Source: an optimization exercise on an open RTL-to-GDS flow (aim: small area, a short achievable clock period and few clock cycles per item). Production flows keep margins and buffers that such runs may drop.
No functional check of the RTL was part of any run shown here.
Power and IR drop assume default switching activity.

==> flow/design.v, too long to show whole: its modules and the start of the top module <==
// module booth_enc: 17 lines
// module modmul: 1111 lines
// module bfly_addsub: 14 lines
// module g1_rom: 7 lines
// module ntt_core: 173 lines
module ntt_core #(
    parameter WIDTH = 24
)(
    input  wire          clk,
    input  wire          rst_n,
    input  wire          start,
    output reg           done,
    output reg  [7:0]    ram_addr_a,
    output reg           ram_we_a,
    output reg  [WIDTH-1:0] ram_wdata_a,
    input  wire [WIDTH-1:0] ram_rdata_a,
    output reg  [7:0]    ram_addr_b,
    output reg           ram_we_b,
    output reg  [WIDTH-1:0] ram_wdata_b,
    input  wire [WIDTH-1:0] ram_rdata_b
);
  // ...
==> flow/run.sh <==
#!/bin/bash
# synth_recipe.tcl (not shown) runs the flow's synth.tcl, then flattens the netlist and writes it again
# the make line also repeats each setting of config.mk as NAME=value (left out here)
make -C /OpenROAD-flow-scripts/flow DESIGN_CONFIG=/design/flow/config.mk WORK_HOME=/design/flow/orfs CLKGATE_MAP_FILE= SYNTH_SCRIPT=/design/flow/synth_recipe.tcl finish
==> flow/config.mk <==
export PLATFORM = sky130hd
export DESIGN_NAME = ntt_core
export DESIGN_NICKNAME = ntt_core
export VERILOG_FILES = /design/flow/design.v
export SDC_FILE = /design/flow/constraint.sdc
export NUM_CORES = 8
export LEC_CHECK = 0
export CAP_MARGIN = 20
export CORE_MARGIN = 2
export CORE_UTILIZATION = 40
export SLEW_MARGIN = 20
==> flow/constraint.sdc <==
create_clock -name core_clock -period 10.0 [get_ports {clk}]
set_input_delay 2.0000 -clock core_clock [delete_from_list [all_inputs] [get_ports {clk}]]
set_output_delay 2.0000 -clock core_clock [all_outputs]
set_load 0.01 [all_outputs]
==> results.json, run 1 <==
{
  "status": "no timing/DRC/antenna violations",
  "min_from": "U3[2]$_DFF_P_",
  "avgSynthCellArea_sq_um": 8.72,
  "cts_buffers": 66,
  "r2r-end": "W1[3]$_DFF_P_",
  "antenna_cells": 3,
  "multi_input_area_sq_um": 28600,
  "power_density_nw_per_um2": 336,
  "rsz0062_at_grt": "no",
  "clkLatencyLatePin_ns": 0.65,
  "p_seq_mw": 3.79,
  "combPwrFrac_pct": 60.9,
  "share_seq_of_total_power_pct": 23.4,
  "cts_root_buf": "clkbuf_16",
  "seq_share_pct": 24.7,
  "path_cells": "buf_4 > inv_1 > ha_1 > nor2_2 > nor2_1 > nor2_1 > a211oi_1 > a211oi_1 > a31oi_1 > a21oi_1 > o21ai_0 > inv_1 > ha_1",
  "synth-edff-count": 0,
  "drt-pass1-iter-count": 9,
  "busiest_layer": "met2",
  "dp_hpwl_mm": 117,
  "seq_area_sq_um": 11900,
  "topRoutingLayerUsed": "met5",
  "critPathMaxFanout": 22,
  "synth_top_area_share_pct": 22.2,
  "clk_share_pct": 4.83,
  "setup_viol": 0,
  "met3WireLength_mm": 15.2,
  "synth_compound_area_share_pct": 21.2,
  "ir_drop_mv": 0.259,
  "multi_input_area_share_pct": 59.4,
  "final.clkbuf_count": 85,
  "place_area_sq_um": 45800,
  "fin_skew_ns": 0.0611,
  "grt-ovfl-total": 0,
  "io_buffers": 117,
  "cp.arrival_ns": 5.36,
  "worstSetupPathType": "reg -> reg",
  "post-route-drc-count": 0,
  "multi_input_gates": 3617,
  "start_util_pct": 40.5,
  "largestClassByArea": "multi-input gates",
  "grt_start_max_net_pins": 153,
  "end_kind": "register",
  "clock-sinks": 571
}
==> run 2, diff against run 1 <==
--- a/flow/config.mk
+++ b/flow/config.mk
@@ -5,7 +5,9 @@
 export SDC_FILE = /design/flow/constraint.sdc
 export NUM_CORES = 8
 export LEC_CHECK = 0
+export ABC_CLOCK_PERIOD_IN_PS = 3000
 export CAP_MARGIN = 20
 export CORE_MARGIN = 2
 export CORE_UTILIZATION = 40
+export SETUP_SLACK_MARGIN = 5
 export SLEW_MARGIN = 20
==> run 2 against run 1 <==
Count of clock-buffer cells in the layout unchanged. Clock power about the same. Largest power group unchanged. Sequential share of layout area unchanged. Via count unchanged. Synthesized cell count unchanged. Design area unchanged. Sequential power about the same. Still clean.
==> results.json, run 2 <==
{
  "status": "no timing/DRC/antenna violations",
  "rsz0062_at_grt": "no",
  "ys_seq_area_share_pct": 27.3,
  "htree_levels": 3,
  "track_usage_pct": 28.8,
  "drt-pass1-iter-count": 9,
  "cts.repair.resized": 0,
  "regMostFlops": "u_mul.p",
  "dp_hpwl_mm": 117,
  "cts_root_buf": "clkbuf_16",
  "layout_commonest_cell": "dfxtp_1",
  "p_sw_share_pct": 45.2,
  "post-route-drc-count": 0,
  "wl_per_cell_um": 25.7,
  "tightest_slew_ns": 1.24,
  "synthCells": 4986,
  "cp_slowest_cell": "ha_1",
  "worstSetupStartpointType": "register",
  "ios": 118,
  "postLayoutCellArea_sq_um": 48200,
  "power_density_nw_per_um2": 336,
  "syn_nets": 5544,
  "cts_buffers": 66,
  "drt_iter0_drc": 4786,
  "reg_top3": "u_mul.p: 46 flops, u_mul.t1: 34 flops",
  "start_util_pct": 40.5,
  "io_buffers": 117,
  "reg2reg_slack_ns": 5.16,
  "power.switching_mw": 7.32,
  "end_kind": "register",
  "fin_tns_setup_ns": 0,
  "share_seq_of_total_power_pct": 23.4,
  "p_total_mw": 16.2,
  "cts_tree": "yes",
  "min_path_cells": 0,
  "cap_viol_max_count": 0,
  "die_h_um": 334,
  "clkLatencyLatePin_ns": 0.65,
  "final_antenna_net_count": 0,
  "finalCriticalPeriod_ns": 4.84,
  "largest_reg_flops": 46,
  "design.die.area_sq_um": 111000,
  "finalHoldViolations": 0,
  "avgSynthCellArea_sq_um": 8.72,
  "path_cells": "buf_4 > inv_1 > ha_1 > nor2_2 > nor2_1 > nor2_1 > a211oi_1 > a211oi_1 > a31oi_1 > a21oi_1 > o21ai_0 > inv_1 > ha_1",
  "yosys_warnings": 2,
  "synth_seq_cells": 571,
  "core_area_sq_um": 108000,
  "seq_area_sq_um": 11900,
  "nets": 5465,
  "cp.depth": 13,
  "postCtsHoldBufs": 0,
  "ys_types": 98,
  "synth_top_area_share_pct": 22.2,
  "cts_buffer_depth": 3,
  "clock-sinks": 571,
  "core.rowCount": 120,
  "synth_most_common_cell": "dfxtp_1",
  "via_count": 38500,
  "r2r_cells": 13,
  "synth-edff-count": 0,
  "yosys-top-cells-area": "dfxtp_1, fa_1, ha_1, xnor2_1, a22oi_1",
  "cp_data_required_time_ns": 10.52,
  "routed_wirelength_mm": 164,
  "place_area_sq_um": 45800,
  "grt_pass1_vias": 37500,
  "area_growth_syn_to_layout_pct": 10.8,
  "fmax_ghz": 0.207,
  "grt-ovfl-total": 0,
  "yosysTopAreaCell": "dfxtp_1",
  "antenna_found_initial": 11,
  "worstSetupPathType": "reg -> reg",
  "ir_drop_mv": 0.259,
  "grt_start_max_net_pins": 153,
  "synth_top_cells_by_count": "dfxtp_1, inv_1, xnor2_1",
  "combPwrFrac_pct": 60.9,
  "async_flop_share_pct": 15.4,
  "cts_setup_buffers": 0,
  "grt_pass1_wl_mm": 244,
  "max_slew_margin_pct": 16.8,
  "max_stage_delay_ns": 0.68,
  "cp.arrival_ns": 5.36,
  "final_cell_mix": "dfxtp_1, inv_1, xnor2_1",
  "critPathTopFamily": "compound AO/OA/AOI/OAI gates",
  "drive_above_1_share_pct": 8.21,
  "gp_congestion": 1.10,
  "syn-cell-area_sq_um": 43500,
  "die_w_um": 334,
  "hold_slack_ns": 0.297,
  "multi_input_area_sq_um": 28600,
  "leakage_nw": 20.0,
  "power_frac_clock_pct": 15.7,
  "setup_viol": 0,
  "path_buf_inv": 3,
  "cts.clk_slew.worst_paths_ns": 0.06,
  "min_path_type": "reg -> reg",
  "fill_cells": 10600,
  "drt-vias-per-instance": 6.05,
  "fin_skew_ns": 0.0611,
  "synth_flop_cell": "dfxtp_1",
  "fin_crit_sh_pct": 48.4,
  "critPathMaxFanout": 22,
  "maxSlewViolCount": 0,
  "p_int_mw": 8.87
}
-- run 2: cell counts after synthesis --
No cell type changed its count.
-- run 2: metal layers --
metal | track usage (%) | up-vias | part of all wire [%] | wire length (um)
met5 | 0 | - | 0.0079 | 13
met4 | 14.6 | 2 | 5.6 | 9200
met3 | 6.35 | 513 | 9.3 | 15200
met2 | 44.1 | 2109 | 44 | 71700
met1 | 38.2 | 18600 | 41 | 67400
li1 | - | 17200 | - | -
-- run 2: through the flow --
stage                     util (%)  std cells  worst slack [ns]
after floorplan                  -       4986              6.24
after global placement        42.6       6241              5.34
after detailed placement      42.6       6242              5.52
after CTS                     44.8       6363              5.48
after global routing          44.8       6364              5.11
final                         44.8       6366              5.16
-- run 2: path summary, 6_finish.rpt --
check	startpoint	end
min	U3[2]$_DFF_P_	U2[2]$_DFF_P_
max	tidx[0]$_DFF_P_	W1[3]$_DFF_P_
max reg2reg	tidx[0]$_DFF_P_	W1[3]$_DFF_P_
min in group asynchronous	rst_n	ram_addr_a[2]$_DFFE_PN0P_
min reg2reg	U3[2]$_DFF_P_	U2[2]$_DFF_P_
max in group asynchronous	rst_n	prm$_DFFE_PN0P_
-- run 2: worst reg2reg max path: stages (launching register included) --
cell and delay [ns]:
dfxtp_1 0.30, buf_4 0.28, inv_1 0.29, ha_1 0.68, nor2_2 0.23, nor2_1 0.57, nor2_1 0.35, a211oi_1 0.52
a211oi_1 0.12, a31oi_1 0.19, a21oi_1 0.10, o21ai_0 0.58, inv_1 0.18, ha_1 0.32
-- run 2: final cells by class --
cell class	count	share of cell area, %
diodes	3	0.0156
clock buffers	85	3.83
clock inverters	36	1.00
inverters	433	3.37
multi-input cells	3617	59.4
flip-flops and latches	571	24.7
well taps	1403	3.64
repair buffers	218	4.05
-- run 2: logic make-up after synthesis --
family | count (synthesis) | synth area share, %
XOR/XNOR | 481 | 9.70
multiplexers | 148 | 4.36
flip-flops | 571 | 27.3
buffers and inverters | 798 | 6.96
AND/OR/NAND/NOR | 1100 | 11.9
adder cells (fa/ha/maj) | 510 | 18.6
AO/OA/AOI/OAI | 1378 | 21.2
-- run 2: power by group through the flow --
| stage | sequential, mW | combinational (mW) | clock [mW] |
|---|---|---|---|
| CTS | 3.80 | 9.90 | 2.60 |
| global placement | 3.83 | 9.77 | 0 |
| detailed placement | 3.84 | 9.80 | 0 |
| floorplan | 3.65 | 7.19 | 0 |
| global route | 3.87 | 11.0 | 2.69 |
| finish | 3.79 | 9.87 | 2.54 |
==> module ntt_core, before the edit <==
module ntt_core #(
    parameter WIDTH = 24
)(
    input  wire          clk,
    input  wire          rst_n,
    input  wire          start,
    output reg           done,
    output reg  [7:0]    ram_addr_a,
    output reg           ram_we_a,
    output reg  [WIDTH-1:0] ram_wdata_a,
    input  wire [WIDTH-1:0] ram_rdata_a,
    output reg  [7:0]    ram_addr_b,
    output reg           ram_we_b,
    output reg  [WIDTH-1:0] ram_wdata_b,
    input  wire [WIDTH-1:0] ram_rdata_b
);
    localparam integer WOFS = 14;
    localparam [10:0] CC_LAST = 11'd1035;    
    reg        run;       
    reg        prm;       
    reg [10:0] cc;        
    reg [2:0]  pj;        
    reg [3:0]  pd;        
    reg [1:0]  pm;        
    wire idle = !run && !prm;
    function [7:0] pos;
        input [7:0] g;
        input [1:0] e;
        begin
            case (g[7:6])
                2'd0: pos = {e, g[5:0]};
                2'd1: pos = {g[5:4], e, g[3:0]};
                2'd2: pos = {g[5:2], e, g[1:0]};
                default: pos = {g[5:0], e};
            endcase
        end
    endfunction
    function [3:0] brv4;
        input [3:0] x;
        brv4 = {x[0], x[1], x[2], x[3]};
    endfunction
    wire [10:0] cn  = cc + 11'd1;
    wire [10:0] cw  = cc + 11'd1 - WOFS;       
    wire        rd_n = run && (cn[10] == 1'b0) && (cn[1] == 1'b0);
    wire        wr_n = run && (cc >= WOFS - 1) && (cc < CC_LAST) && (cw[1] == 1'b0);
    wire [7:0]  gr   = cn[9:2];
    wire [7:0]  gw   = cw[9:2];
    wire [2:0]  pj_n   = (pj == 3'd5) ? 3'd0 : pj + 3'd1;
    wire        pf_end = (pj == 3'd5);
    wire        plast  = pf_end && (pd == 4'd8) && (pm == 2'd1);
    wire [3:0]  pd_n   = (pf_end && ((pd != 4'd8 && pm == 2'd3))) ? pd + 4'd1 : pd;
    wire [1:0]  pm_n   = pf_end ? ((pm == 2'd3 || (pd == 4'd8 && pm == 2'd1)) ? 2'd0 : pm + 2'd1) : pm;
    wire        sec_n  = pj_n[0];
    wire [3:0]  xa_n   = {pm_n, sec_n, 1'b0};
    wire [3:0]  xb_n   = {pm_n, sec_n, 1'b1};
    wire [3:0]  ya_n   = xa_n + pd_n;
    wire [3:0]  yb_n   = xb_n + pd_n;
    wire        useb_n = (pj_n[2:1] == 2'd1);     
    wire [7:0]  pa_n   = useb_n ? {ya_n, brv4(xa_n)} : {xa_n, brv4(ya_n)};
    wire [7:0]  pb_n   = useb_n ? {yb_n, brv4(xb_n)} : {xb_n, brv4(yb_n)};
    wire        pwe_n  = (pj_n >= 3'd2);
    reg  [22:0] V;                  
    reg  [22:0] H;                  
    reg  [22:0] S, D;               
    reg  [22:0] U1, U2, U3, U4, U5; 
    reg  [7:0]  tidx;               
    reg  [11:0] Wn, W1, W2;         
    wire [22:0] T;                  
    wire [22:0] S_n, D_n;
    wire [22:0] z_rom;
    wire [11:0] zn, z1, z2;
    wire [1:0]  ph = cc[1:0];
    wire [7:0]  gk  = cc[9:2];
    wire [7:0]  gk1 = cc[9:2] - 8'd1;
    reg  [7:0]  tidx_n;
    always @(*) begin
        if (ph[1] == 1'b0) begin
            case (gk[7:6])
                2'd0: tidx_n = 8'd1;
                2'd1: tidx_n = {6'b000001, gk[5:4]};
                2'd2: tidx_n = {4'b0001, gk[5:2]};
                default: tidx_n = {2'b01, gk[5:0]};
            endcase
        end else begin
            case (gk1[7:6])
                2'd0: tidx_n = {7'b0000001, ph[0]};
                2'd1: tidx_n = {5'b00001, gk1[5:4], ph[0]};
                2'd2: tidx_n = {3'b001, gk1[5:2], ph[0]};
                default: tidx_n = {1'b1, gk1[5:0], ph[0]};
            endcase
        end
    end
    g1_rom u_rom (.k(tidx), .z(z_rom));
    booth_enc u_enc (.b(z_rom), .bn(zn), .b1(z1), .b2(z2));
    modmul u_mul (.clk(clk), .a(V), .bn(Wn), .b1(W1), .b2(W2), .r(T));
    bfly_addsub u_as (.u(U1), .t(T), .s(S_n), .d(D_n));
    always @(posedge clk) begin
        tidx <= tidx_n;
        Wn   <= zn;
        W1   <= z1;
        W2   <= z2;
        S    <= S_n;
        D    <= D_n;
        H    <= D;
        case (ph)
            2'd1, 2'd2: V <= ram_rdata_b[22:0];
            2'd3:       V <= S;
            default:    V <= H;
        endcase
        U1 <= U2;
        U2 <= U3;
        U3 <= U4;
        U4 <= (ph == 2'd0) ? S : U5;
        U5 <= (ph == 2'd0) ? D : ram_rdata_a[22:0];
    end
    always @(posedge clk or negedge rst_n) begin
        if (!rst_n) begin
            run <= 1'b0; prm <= 1'b0; done <= 1'b0;
            cc <= 11'd0; pj <= 3'd0; pd <= 4'd1; pm <= 2'd0;
            ram_we_a <= 1'b0; ram_we_b <= 1'b0;
            ram_addr_a <= 8'd64; ram_addr_b <= 8'd192;
            ram_wdata_a <= {WIDTH{1'b0}}; ram_wdata_b <= {WIDTH{1'b0}};
        end else begin
            done <= 1'b0;
            if (prm) begin
                ram_wdata_a <= ram_rdata_a;
                ram_wdata_b <= ram_rdata_b;
            end else begin
                ram_wdata_a <= {1'b0, S};
                ram_wdata_b <= {1'b0, D};
            end
            if (idle) begin
                ram_we_a <= 1'b0; ram_we_b <= 1'b0;
                cc <= 11'd0;
                if (start) begin
                    run <= 1'b1;
                    ram_addr_a <= 8'd0; ram_addr_b <= 8'd128;    
                    cc <= 11'd1;
                end
            end else if (run) begin
                cc <= cn;
                if (cc == CC_LAST) begin
                    run <= 1'b0; prm <= 1'b1;
                    pj <= 3'd0; pd <= 4'd1; pm <= 2'd0;
                    ram_we_a <= 1'b0; ram_we_b <= 1'b0;
                    ram_addr_a <= {4'd0, brv4(4'd1)};
                    ram_addr_b <= {4'd1, brv4(4'd2)};
                end else if (rd_n) begin
                    ram_we_a <= 1'b0; ram_we_b <= 1'b0;
                    ram_addr_a <= pos(gr, cn[0] ? 2'd0 : 2'd1);
                    ram_addr_b <= pos(gr, cn[0] ? 2'd2 : 2'd3);
                end else if (wr_n) begin
                    ram_we_a <= 1'b1; ram_we_b <= 1'b1;
                    ram_addr_a <= pos(gw, cw[0] ? 2'd2 : 2'd0);
                    ram_addr_b <= pos(gw, cw[0] ? 2'd3 : 2'd1);
                end else begin
                    ram_we_a <= 1'b0; ram_we_b <= 1'b0;
                end
            end else begin
                pj <= pj_n; pd <= pd_n; pm <= pm_n;
                if (plast) begin
                    prm <= 1'b0;
                    done <= 1'b1;
                    ram_we_a <= 1'b0; ram_we_b <= 1'b0;
                    ram_addr_a <= 8'd64; ram_addr_b <= 8'd192;
                end else begin
                    ram_we_a <= pwe_n; ram_we_b <= pwe_n;
                    ram_addr_a <= pa_n; ram_addr_b <= pb_n;
                end
            end
        end
    end
endmodule
==> run 3, diff against run 2 <==
--- a/flow/design.v
+++ b/flow/design.v
@@ -1217,17 +1217,19 @@
     reg  [22:0] S, D;               
     reg  [22:0] U1, U2, U3, U4, U5; 
     reg  [7:0]  tidx;               
+    reg  [22:0] Z;                  
     reg  [11:0] Wn, W1, W2;         
     wire [22:0] T;                  
     wire [22:0] S_n, D_n;
     wire [22:0] z_rom;
     wire [11:0] zn, z1, z2;
     wire [1:0]  ph = cc[1:0];
-    wire [7:0]  gk  = cc[9:2];
-    wire [7:0]  gk1 = cc[9:2] - 8'd1;
+    wire [1:0]  phn = cn[1:0];
+    wire [7:0]  gk  = cn[9:2];
+    wire [7:0]  gk1 = cn[9:2] - 8'd1;
     reg  [7:0]  tidx_n;
     always @(*) begin
-        if (ph[1] == 1'b0) begin
+        if (phn[1] == 1'b0) begin
             case (gk[7:6])
                 2'd0: tidx_n = 8'd1;
                 2'd1: tidx_n = {6'b000001, gk[5:4]};
@@ -1236,19 +1238,20 @@
             endcase
         end else begin
             case (gk1[7:6])
-                2'd0: tidx_n = {7'b0000001, ph[0]};
-                2'd1: tidx_n = {5'b00001, gk1[5:4], ph[0]};
-                2'd2: tidx_n = {3'b001, gk1[5:2], ph[0]};
-                default: tidx_n = {1'b1, gk1[5:0], ph[0]};
+                2'd0: tidx_n = {7'b0000001, phn[0]};
+                2'd1: tidx_n = {5'b00001, gk1[5:4], phn[0]};
+                2'd2: tidx_n = {3'b001, gk1[5:2], phn[0]};
+                default: tidx_n = {1'b1, gk1[5:0], phn[0]};
             endcase
         end
     end
     g1_rom u_rom (.k(tidx), .z(z_rom));
-    booth_enc u_enc (.b(z_rom), .bn(zn), .b1(z1), .b2(z2));
+    booth_enc u_enc (.b(Z), .bn(zn), .b1(z1), .b2(z2));
     modmul u_mul (.clk(clk), .a(V), .bn(Wn), .b1(W1), .b2(W2), .r(T));
     bfly_addsub u_as (.u(U1), .t(T), .s(S_n), .d(D_n));
     always @(posedge clk) begin
         tidx <= tidx_n;
+        Z    <= z_rom;
         Wn   <= zn;
         W1   <= z1;
         W2   <= z2;
@@ -1294,6 +1297,7 @@
                 cc <= cn;
                 if (cc == CC_LAST) begin
                     run <= 1'b0; prm <= 1'b1;
+                    cc <= 11'd0;
                     pj <= 3'd0; pd <= 4'd1; pm <= 2'd0;
                     ram_we_a <= 1'b0; ram_we_b <= 1'b0;
                     ram_addr_a <= {4'd0, brv4(4'd1)};
==> flow/flow/run.sh (new file) <==
#!/bin/bash
# Layout flow: the standard ORFS flow (standard synthesis unchanged), with the
# setup repair aiming for more slack than the 10 ns clock needs, so that the
# resizer works on the design's real critical paths.
set -euo pipefail
MARGIN=$(cat flow/margin.txt)
bash standard.sh SETUP_SLACK_MARGIN=$MARGIN finish > standard.log 2>&1
==> flow/flow/margin.txt (new file) <==
6.5
==> flow/standard.sh (new file) <==
#!/bin/bash
# synth_recipe.tcl (not shown) runs the flow's synth.tcl, then flattens the netlist and writes it again
# the make line also repeats each setting of config.mk as NAME=value (left out here)
make -C /OpenROAD-flow-scripts/flow DESIGN_CONFIG=/design/flow/config.mk WORK_HOME=/design/flow/orfs CLKGATE_MAP_FILE= SYNTH_SCRIPT=/design/flow/synth_recipe.tcl "${@:-finish}"
--- a/flow/config.mk
+++ b/flow/config.mk
@@ -5,9 +5,7 @@
 export SDC_FILE = /design/flow/constraint.sdc
 export NUM_CORES = 8
 export LEC_CHECK = 0
-export ABC_CLOCK_PERIOD_IN_PS = 3000
 export CAP_MARGIN = 20
 export CORE_MARGIN = 2
 export CORE_UTILIZATION = 40
-export SETUP_SLACK_MARGIN = 5
 export SLEW_MARGIN = 20
removed: flow/run.sh
==> run 3 against run 2 <==
Still clean on timing, DRC and antenna. First-iteration DRC count up 12%. Total power increased by 18%. Non-clock buffer count rose by 105. Critical path depth rose by 2. Core utilization up 2.6 points. Clock power is 6% higher. Count of clock-buffer cells in the layout grew 10. Sequential share of layout area down 0.99 points. Critical endpoint is now u_mul.r[20]$_DFF_P_. Largest cell class unchanged. Highest routed layer unchanged.
==> results.json, run 3 <==
{
  "status": "no timing/DRC/antenna violations",
  "die_h_um": 337,
  "path_buf_inv": 3,
  "syn-cell-area_sq_um": 44400,
  "drt-vias-per-instance": 6.16,
  "via_count": 41600,
  "leakage_nw": 21.3,
  "cp.arrival_ns": 4.34,
  "area_growth_syn_to_layout_pct": 17.8,
  "reg_top3": "u_mul.p: 46 flops, u_mul.t1: 34 flops",
  "critPathTopFamily": "compound AO/OA/AOI/OAI gates",
  "yosys-top-cells-area": "dfxtp_1, fa_1, ha_1, xnor2_1, a22oi_1",
  "post-route-drc-count": 0,
  "maxSlewViolCount": 0,
  "async_flop_share_pct": 14.8,
  "design.die.area_sq_um": 114000,
  "final_antenna_net_count": 0,
  "min_path_type": "reg -> reg",
  "ys_types": 88,
  "core_area_sq_um": 110000,
  "syn_nets": 5702,
  "crit_path_frequent_cell": "a31o_1",
  "synth_top_area_share_pct": 22.8,
  "drive_above_1_share_pct": 15.0,
  "yosys_warnings": 2,
  "nets": 5734,
  "cp_slowest_cell": "or4_4",
  "setup_viol": 0,
  "cts_tree": "yes",
  "fin_skew_ns": 0.0481,
  "reg2reg_slack_ns": 6.22,
  "cts.clk_slew.worst_paths_ns": 0.06,
  "finalHoldViolations": 0,
  "synth_flop_cell": "dfxtp_1",
  "end_kind": "register",
  "clkLatencyLatePin_ns": 0.68,
  "ios": 118,
  "grt_start_max_net_pins": 155,
  "gp_congestion": 1.08,
  "grt_pass1_vias": 39900,
  "synth-edff-count": 0,
  "min_from": "U4[13]$_DFF_P_",
  "worstSetupPathType": "reg -> reg",
  "clock-sinks": 594,
  "regMostFlops": "u_mul.p",
  "finalCriticalPeriod_ns": 3.78,
  "yosysTopAreaCell": "dfxtp_1",
  "track_usage_pct": 30.2,
  "die_w_um": 337,
  "r2r-end": "u_mul.r[20]$_DFF_P_",
  "core.rowCount": 122,
  "reg2reg_from": "u_mul.t1[3]$_DFF_P_",
  "drt_iter0_drc": 5354,
  "dp_hpwl_mm": 121,
  "largest_reg_flops": 46,
  "fin_crit_sh_pct": 37.8,
  "synth_most_common_cell": "dfxtp_1",
  "avgSynthCellArea_sq_um": 8.59,
  "ir_drop_mv": 0.306,
  "tightest_slew_ns": 1.26,
  "htree_levels": 3,
  "wl_per_cell_um": 26.3,
  "cap_viol_max_count": 0,
  "max_slew_margin_pct": 16.0,
  "cp_data_required_time_ns": 10.57,
  "layout_commonest_cell": "dfxtp_1",
  "synthCells": 5167,
  "path_cells": "inv_2 > ha_4 > inv_2 > ha_4 > a21o_1 > a31o_1 > a31o_1 > a31o_1 > o31a_1 > a2111o_1 > a22o_4 > or4_4 > buf_6 > nor2_4 > xor2_1",
  "r2r_cells": 15,
  "fin_tns_setup_ns": 0,
  "drt-pass1-iter-count": 9,
  "cts_buffers": 71,
  "rsz0062_at_grt": "yes",
  "fmax_ghz": 0.265,
  "worstHoldEndpoint": "U3[13]$_DFF_P_",
  "ys_seq_area_share_pct": 27.8,
  "max_stage_delay_ns": 0.51,
  "start_util_pct": 40.2,
  "synth_top_cells_by_count": "dfxtp_1, inv_1, xnor2_1",
  "min_path_cells": 0,
  "p_total_mw": 19.1,
  "final_cell_mix": "dfxtp_1, inv_1, nand2_1",
  "worstSetupStartpointType": "register",
  "critPathMaxFanout": 6,
  "cts_root_buf": "clkbuf_16",
  "synth_seq_cells": 594,
  "power_density_nw_per_um2": 364,
  "cts_buffer_depth": 3,
  "io_buffers": 117,
  "antenna_found_initial": 8,
  "grt_pass1_wl_mm": 260,
  "grt-ovfl-total": 0,
  "routed_wirelength_mm": 177,
  "postCtsHoldBufs": 0
}
==> run 3: per-layer routing <==
metal  GRT usage (%)  up-vias  share of wire (%)
li1                -    18300                  -
met1            39.0    20100                 40
met2            45.9     2496                 43
met3            7.84      682                 10
met4            16.9        4                6.3
met5               0        -              0.017
==> run 3: per-stage QoR <==
stage / std cells / hold WS (ns) / util, % / instance area, sq um / setup WS, ns
6_report: 6749 / 0.318 / 47.4 / 52300 / 6.22
4_1_cts: 6692 / 0.316 / 46.1 / 50900 / 6.13
3_5_place_dp: 6515 / 0.312 / 42.6 / 47000 / 5.47
5_1_grt: 6746 / 0.324 / 47.4 / 52300 / 6.11
2_1_floorplan: 5167 / 0.310 / - / 44500 / 6.38
3_3_place_gp: 6515 / 0.310 / 42.6 / 47000 / 5.59
==> run 3: power by group <==
group / internal, mW / switching (mW) / leakage [nW]
Combinational: 5.44 / 7.06 / 14.8
Clock: 1.55 / 1.15 / 1.19
Sequential: 3.37 / 0.485 / 5.31
Total: 10.4 / 8.69 / 21.3
==> run 3: area by class of cell <==
class	instances	area [sq um]
antenna	3	7.51
multi-input combinational	3786	31000
fill	10600	58000
sequential	594	12400
timing repair buffer	323	2960
clock inverter	37	459
clock buffer	95	2000
tap	1488	1860
inverter	423	1620
==> run 3: what timing repair did <==
item,4_1_cts,5_1_grt
pin swaps,72,102
endpoints found under the setup margin,224,130
buffers inserted,42,53
resized for setup,310,204
cloned,3,1
==> run 3: worst max path at each step <==
stage / startpoint / to / depth (start not counted)
floorplan: u_mul.t1[0]$_DFF_P_ / u_mul.r[22]$_DFF_P_ / 13
global placement: u_mul.r[1]$_DFF_P_ / D[5]$_DFF_P_ / 12
detailed placement: u_mul.r[1]$_DFF_P_ / D[17]$_DFF_P_ / 12
CTS: u_mul.t1[0]$_DFF_P_ / u_mul.r[22]$_DFF_P_ / 13
global route: u_mul.t1[10]$_DFF_P_ / u_mul.r[22]$_DFF_P_ / 16
finish: u_mul.t1[3]$_DFF_P_ / u_mul.r[20]$_DFF_P_ / 15
==> run 3: kinds of logic (layout without fill, tap and decap cells) <==
group,count (synthesis),in the layout,share of synthesized area [%]
compound gates,1569,1569,23.2
xor+xnor,487,487,9.61
fa+ha+maj,486,486,17.5
buf+inv,787,878,6.69
flops,594,594,27.8
mux,127,127,3.54
other cells,0,3,0
simple gates,1117,1117,11.7
==> run 3: worst reg2reg max path: stages (launching register included) <==
cell	delay [ns]
dfxtp_2	0.32
inv_2	0.05
ha_4	0.26
inv_2	0.04
ha_4	0.25
a21o_1	0.16
a31o_1	0.21
a31o_1	0.25
a31o_1	0.26
o31a_1	0.31
a2111o_1	0.40
a22o_4	0.27
or4_4	0.52
buf_6	0.16
nor2_4	0.08
xor2_1	0.18
==> run 4, diff against run 3 <==
==> flow/flow/margin.txt (replaced) <==
7.0
==> run 4 against run 3 <==
Still clean on timing, DRC and antenna. Critical path depth decreased by 2. Die area unchanged. Area after synthesis is the same. Cell count increased by 4.0%. Maximum frequency up 1.1%. Sequential share of layout area down 2.1 points. Critical endpoint unchanged. Highest routed layer unchanged.
==> results.json, run 4 <==
{
  "routed_wirelength_mm": 199,
  "final_antenna_net_count": 0,
  "end_kind": "register",
  "clock-sinks": 594,
  "drive_above_1_share_pct": 27.6,
  "worstSetupPathType": "reg -> reg",
  "async_flop_share_pct": 14.8,
  "place_area_sq_um": 47300,
  "synthCells": 5167,
  "nets": 6004,
  "start_util_pct": 40.2,
  "setup_viol": 0,
  "synth_seq_cells": 594,
  "postCtsHoldBufs": 0,
  "reg2reg_slack_ns": 6.27,
  "via_count": 43500,
  "core_area_sq_um": 110000,
  "finalCriticalPeriod_ns": 3.73,
  "cts_tree": "yes",
  "path_cells": "fa_1 > inv_2 > ha_4 > nand2_2 > nand4_1 > a41o_1 > a31o_1 > o31a_1 > a2111o_1 > a22o_4 > or4_4 > nor2_2 > xor2_1",
  "grt_pass1_vias": 41800,
  "finalHoldViolations": 0,
  "drt-pass1-iter-count": 7,
  "post-route-drc-count": 0,
  "worstSetupStartpointType": "register",
  "fin_crit_sh_pct": 37.3,
  "grt-ovfl-total": 0,
  "cts_buffers": 71,
  "avgSynthCellArea_sq_um": 8.59,
  "cts_root_buf": "clkbuf_16",
  "regMostFlops": "u_mul.p",
  "clkLatencyLatePin_ns": 0.66,
  "cts_buffer_depth": 3,
  "largest_reg_flops": 46,
  "track_usage_pct": 32.9,
  "cp_data_required_time_ns": 10.57,
  "postLayoutCellArea_sq_um": 58100,
  "min_path_type": "reg -> reg",
  "htree_levels": 3,
  "leakage_nw": 23.6,
  "core.rowCount": 122,
  "io_buffers": 117,
  "layout_commonest_cell": "dfxtp_1",
  "yosys-top-cells-area": "dfxtp_1, fa_1, ha_1, xnor2_1, a22oi_1",
  "area_growth_syn_to_layout_pct": 30.8,
  "ys_types": 88,
  "rsz0062_at_grt": "yes",
  "max_stage_delay_ns": 0.56,
  "grt_start_max_net_pins": 158,
  "maxSlewViolCount": 0,
  "yosys_warnings": 2,
  "ios": 118,
  "cp_slowest_cell": "fa_1",
  "syn-cell-area_sq_um": 44400,
  "fin_tns_setup_ns": 0,
  "synth_most_common_cell": "dfxtp_1",
  "yosysTopAreaCell": "dfxtp_1",
  "grt_pass1_wl_mm": 279,
  "cp.arrival_ns": 4.30,
  "drt_iter0_drc": 5440,
  "synth_top_cells_by_count": "dfxtp_1, inv_1, xnor2_1",
  "die_w_um": 337,
  "status": "no timing/DRC/antenna violations",
  "power_density_nw_per_um2": 360,
  "fin_skew_ns": 0.0333,
  "syn_nets": 5702,
  "wl_per_cell_um": 28.3,
  "antenna_found_initial": 5,
  "tightest_slew_ns": 1.10,
  "ys_seq_area_share_pct": 27.8,
  "synth_top_area_share_pct": 22.8,
  "critPathMaxFanout": 4,
  "gp_congestion": 1.05,
  "synth-edff-count": 0,
  "p_total_mw": 20.9,
  "fill_cells": 9913,
  "design.die.area_sq_um": 114000,
  "synth_flop_cell": "dfxtp_1",
  "dp_hpwl_mm": 124,
  "reg_top3": "u_mul.p: 46 flops, u_mul.t1: 34 flops",
  "die_h_um": 337,
  "ir_drop_mv": 0.276,
  "drt-vias-per-instance": 6.19,
  "fmax_ghz": 0.268,
  "cap_viol_max_count": 0,
  "final_cell_mix": "dfxtp_1, inv_1, xnor2_1",
  "max_slew_margin_pct": 26.6,
  "cts.clk_slew.worst_paths_ns": 0.07
}
==> run 4: cell counts after synthesis <==
No cell type changed its count.
==> run 4: stage by stage <==
step / hold WS [ns] / worst slack [ns] / cells / utilization [%]
final: 0.319 / 6.27 / 7018 / 52.6
after global routing: 0.322 / 6.18 / 7015 / 52.6
after CTS: 0.319 / 6.28 / 6828 / 49.3
after detailed placement: 0.312 / 5.33 / 6513 / 42.9
after global placement: 0.310 / 5.37 / 6513 / 42.9
after floorplan: 0.310 / 6.38 / 5167 / -
==> run 4: metal layers <==
| layer | track usage, % | wire length (um) |
|---|---|---|
| met5 | 0 | 50 |
| met4 | 21.3 | 16100 |
| met1 | 41.1 | 75000 |
| met2 | 50.6 | 86400 |
| met3 | 8.24 | 21200 |
==> run 4: worst paths after layout <==
kind / startpoint / to / cells after the start
max reg2reg: u_mul.t1[0]$_DFF_P_ / u_mul.r[20]$_DFF_P_ / 13
max: u_mul.t1[0]$_DFF_P_ / u_mul.r[20]$_DFF_P_ / 13
min in group asynchronous: rst_n / pm[0]$_DFFE_PN0P_ / 1
max in group asynchronous: rst_n / ram_wdata_a[20]$_DFF_PN0_ / 2
min: U4[22]$_DFF_P_ / U3[22]$_DFF_P_ / 0
min reg2reg: U4[22]$_DFF_P_ / U3[22]$_DFF_P_ / 0
==> run 4: critical path: cells and delay by family (launching register included) <==
family | cells | cell delay [ns]
compound gates | 5 | 1.40
xor+xnor | 1 | 0.17
fa+ha+maj | 2 | 0.80
buf+inv | 1 | 0.05
flops | 1 | 0.36
simple gates | 4 | 0.87
==> run 4: final cells by class <==
| type | count | area (sq um) | area share (%) |
|---|---|---|---|
| antenna | 3 | 7.51 | 0.0129 |
| clock buffer | 89 | 2060 | 3.55 |
| clock inverter | 42 | 578 | 0.995 |
| inverter | 423 | 1660 | 2.86 |
| multi-input combinational | 3786 | 33100 | 57.0 |
| sequential | 594 | 12500 | 21.6 |
| tap | 1488 | 1860 | 3.21 |
| timing repair buffer | 593 | 6250 | 10.8 |
==> run 4: cell families (layout without fill, tap and decap cells) <==
| logic type | after synthesis | in the layout | synth area share [%] |
|---|---|---|---|
| AND/OR/NAND/NOR | 1117 | 1117 | 11.7 |
| AO/OA/AOI/OAI | 1569 | 1569 | 23.2 |
| buffers and inverters | 787 | 1147 | 6.69 |
| other | 0 | 3 | 0 |
| flip-flops | 594 | 594 | 27.8 |
| XOR/XNOR | 487 | 487 | 9.61 |
| adder cells (fa/ha/maj) | 486 | 486 | 17.5 |
| multiplexers | 127 | 127 | 3.54 |
==> run 4: where the power goes <==
part | internal (mW) | total [mW] | switching (mW) | leakage, nW
Combinational | 6.41 | 14.1 | 7.70 | 17.0
Sequential | 3.37 | 3.89 | 0.515 | 5.32
Clock | 1.75 | 2.90 | 1.15 | 1.28
Total | 11.5 | 20.9 | 9.36 | 23.6
==> run 4: repair_timing <==
| item | CTS | global route |
|---|---|---|
| resized for setup | 928 | 465 |
| buffers inserted | 165 | 170 |
| pin swaps | 173 | 236 |
| endpoints found under the setup margin | 277 | 241 |
| gates cloned | 19 | 16 |
==> run 5, diff against run 4 <==
==> flow/flow/margin.txt (replaced) <==
6.0
==> run 5 against run 4 <==
Cell count decreased by 5.0%. Sequential power fell by 1%. Count of clock-buffer cells in the layout rose by 4. Clock power down 3%. Still clean on timing, DRC and antenna. Routed wire length is 12% lower. Core utilization down 7.2 points. Sequential cell count unchanged. Largest cell class unchanged. Combinational power shrank 25%. Clock skew rose by 0.015 ns. Die area unchanged.
==> results.json, run 5 <==
{
  "cts_buffers": 72,
  "core.rowCount": 122,
  "final_cell_mix": "dfxtp_1, inv_1, xnor2_1",
  "cp_data_required_time_ns": 10.48,
  "crit_path_frequent_cell": "buf_4",
  "r2r-end": "Z[10]$_DFF_P_",
  "post-route-drc-count": 0,
  "cap_viol_max_count": 0,
  "syn-cell-area_sq_um": 44400,
  "max_slew_margin_pct": 18.2,
  "track_usage_pct": 29.8,
  "ios": 118,
  "cts_root_buf": "clkbuf_16",
  "largest_reg_flops": 46,
  "status": "no timing/DRC/antenna violations",
  "placed_cells": 6510,
  "ir_drop_mv": 0.216,
  "layout.cells.non_filler": 6669,
  "yosys-top-cells-area": "dfxtp_1, fa_1, ha_1, xnor2_1, a22oi_1",
  "finalHoldViolations": 0,
  "min_from": "U3[2]$_DFF_P_",
  "drt-vias-per-instance": 6.13,
  "grt_pass1_vias": 39100,
  "reg_top3": "u_mul.p: 46 flops, u_mul.t1: 34 flops",
  "cp.arrival_ns": 4.65,
  "cts.clk_slew.worst_paths_ns": 0.07,
  "grt-ovfl-total": 0,
  "critPathMaxFanout": 24,
  "async_flop_share_pct": 14.8,
  "die_h_um": 337,
  "drive_above_1_share_pct": 9.52,
  "syn_nets": 5702,
  "multi_input_area_sq_um": 29600,
  "tightest_slew_ns": 1.23,
  "io_buffers": 117,
  "postCtsHoldBufs": 0,
  "worstSetupPathType": "reg -> reg",
  "end_kind": "register",
  "final_antenna_net_count": 0,
  "worstSetupStartpointType": "register",
  "cts_tree": "yes",
  "r2r_cells": 12,
  "critPathTopFamily": "compound AO/OA/AOI/OAI gates",
  "max_stage_delay_ns": 0.67,
  "synth_top_cells_by_count": "dfxtp_1, inv_1, xnor2_1",
  "clkLatencyLatePin_ns": 0.66,
  "wl_per_cell_um": 26.2,
  "power_density_nw_per_um2": 344,
  "synth_flop_cell": "dfxtp_1",
  "reg2reg_slack_ns": 5.83,
  "rsz0062_at_grt": "yes",
  "setup_viol": 0,
  "clock-sinks": 594,
  "worstHoldEndpoint": "U2[2]$_DFF_P_",
  "gp_congestion": 1.11,
  "min_path_type": "reg -> reg",
  "min_path_cells": 0,
  "drt-pass1-iter-count": 9,
  "drt_iter0_drc": 5663,
  "reg2reg_from": "tidx[0]$_DFF_P_",
  "dp_slack_ns": 5.70,
  "ys_seq_area_share_pct": 27.8,
  "cp.depth": 12,
  "synth_top_area_share_pct": 22.8,
  "hold_slack_ns": 0.321,
  "grt_start_max_net_pins": 137,
  "cts_buffer_depth": 3,
  "synth-edff-count": 0,
  "layout_setup_ws_ns": 5.83,
  "fmax_ghz": 0.240,
  "yosysTopAreaCell": "dfxtp_1",
  "routed_wirelength_mm": 175,
  "path_cells": "buf_4 > inv_1 > ha_1 > buf_4 > nor2_1 > nand2_1 > a211oi_1 > a21oi_1 > o211ai_1 > o311ai_0 > o311ai_1 > o21ai_0",
  "antenna_found_initial": 12,
  "maxSlewViolCount": 0,
  "nets": 5653,
  "fin_skew_ns": 0.0484,
  "cp_slowest_cell": "nor2_1",
  "grt_pass1_wl_mm": 256,
  "htree_levels": 3,
  "layout_commonest_cell": "dfxtp_1",
  "yosys_warnings": 2,
  "synthCells": 5167,
  "dp_hpwl_mm": 122,
  "path_buf_inv": 3,
  "ys_types": 88,
  "synth_most_common_cell": "dfxtp_1",
  "die_w_um": 337,
  "fin_tns_setup_ns": 0,
  "seq_area_sq_um": 12400,
  "fin_crit_sh_pct": 41.7,
  "regMostFlops": "u_mul.p",
  "via_count": 40900,
  "avgSynthCellArea_sq_um": 8.59,
  "finalCriticalPeriod_ns": 4.17,
  "area_growth_syn_to_layout_pct": 12.9,
  "fill_cells": 10800,
  "core_area_sq_um": 110000,
  "start_util_pct": 40.2,
  "leakage_nw": 20.4,
  "design.die.area_sq_um": 114000,
  "fin_util_pct": 45.4,
  "synth_seq_cells": 594
}
[run 5: cell counts after synthesis]
No cell type changed its count.
[run 5: kinds of logic after synthesis]
kind of cell               synth area share [%]
AOI/OAI and AO/OA                          23.2
xor gates and xnor gates                   9.61
DFF                                        27.8
buffers and inverters                      6.69
adders and majority gates                  17.5
muxes                                      3.54
and+or+nand+nor                            11.7
[run 5: worst max-delay path by stage]
stage,end,slack [ns],from
floorplan,u_mul.r[22]$_DFF_P_,6.26,u_mul.t1[0]$_DFF_P_
global placement,Z[10]$_DFF_P_,5.76,tidx[0]$_DFF_P_
detailed placement,D[17]$_DFF_P_,5.70,u_mul.r[1]$_DFF_P_
CTS,u_mul.p[29]$_DFF_P_,6.00,u_mul.c18$_DFF_P_
global route,ram_addr_b[2]$_DFFE_PN0P_,5.90,cc[0]$_DFFE_PN0P_
finish,Z[10]$_DFF_P_,5.83,tidx[0]$_DFF_P_
[run 5: power breakdown]
group          internal (mW)  switching, mW
clock                   1.64           1.16
combinational           4.42           6.14
sequential              3.37          0.486
total                   9.42           7.79
[run 5: stage by stage]
stage	power (mW)	cell area (sq um)
final	17.2	50100
after global routing	18.5	50100
after CTS	16.9	49600
after detailed placement	13.9	46900
after global placement	13.8	46900
after floorplan	11.0	44400
[run 5: routing by layer]
layer	global-route usage, %	up-vias	wire length [um]
li1	-	18100	-
met1	38.4	19600	70300
met2	45.5	2472	75100
met3	7.74	707	18100
met4	16.7	12	11300
met5	0	-	84
[run 5: timing repair]
action,CTS,global route
hold endpoints to repair,0,0
pin swaps,3,20
setup buffers,5,15
gates resized for setup,18,79
gates cloned,0,2
endpoints found under the setup margin,49,88
[run 5: cell type report]
type,instances,area share (%)
well taps,1488,3.72
flip-flops and latches,594,24.7
diodes,5,0.0250
clock inverters,39,1.15
clock buffers,93,3.93
repair buffers,241,4.29
inverters,423,3.18
multi-input cells,3786,59.0
[run 5: worst register-to-register path: stages (launching register included)]
cell and delay (ns):
dfxtp_1 0.30, buf_4 0.32, inv_1 0.37, ha_1 0.32
buf_4 0.24, nor2_1 0.69, nand2_1 0.51, a211oi_1 0.34
a21oi_1 0.07, o211ai_1 0.14, o311ai_0 0.17, o311ai_1 0.30
o21ai_0 0.23

-- re-timing with driven ports --
How much do the figures lean on ideal ports? The routed layouts below were timed once more, with nothing changed but the port constraints. Step 1 assumes that a clkbuf_16 drives the clock port and a buf_2 every other input. Step 2, shift: input delay + t, output delay - t, t = (earliest + latest rising clock arrival at the registers) / 2. This alone moves slack from input paths to output paths. Three values: no drivers, after step 1, after step 2; two values: the first two.
run | t, ns | setup slack, ns | worst setup path after step 2 | pins driven straight from the clock port
run 1 | 0.695 | 5.161 / 5.161 / 5.161 | register to register | 1
run 2 | 0.695 | 5.161 / 5.161 / 5.161 | register to register | 1
run 3 | 0.725 | 6.223 / 6.223 / 6.223 | register to register | 1
run 4 | 0.720 | 6.265 / 6.265 / 6.265 | register to register | 1
run 5 | 0.711 | 5.834 / 5.834 / 5.834 | register to register | 1
After both steps setup and hold are still met in every run listed.
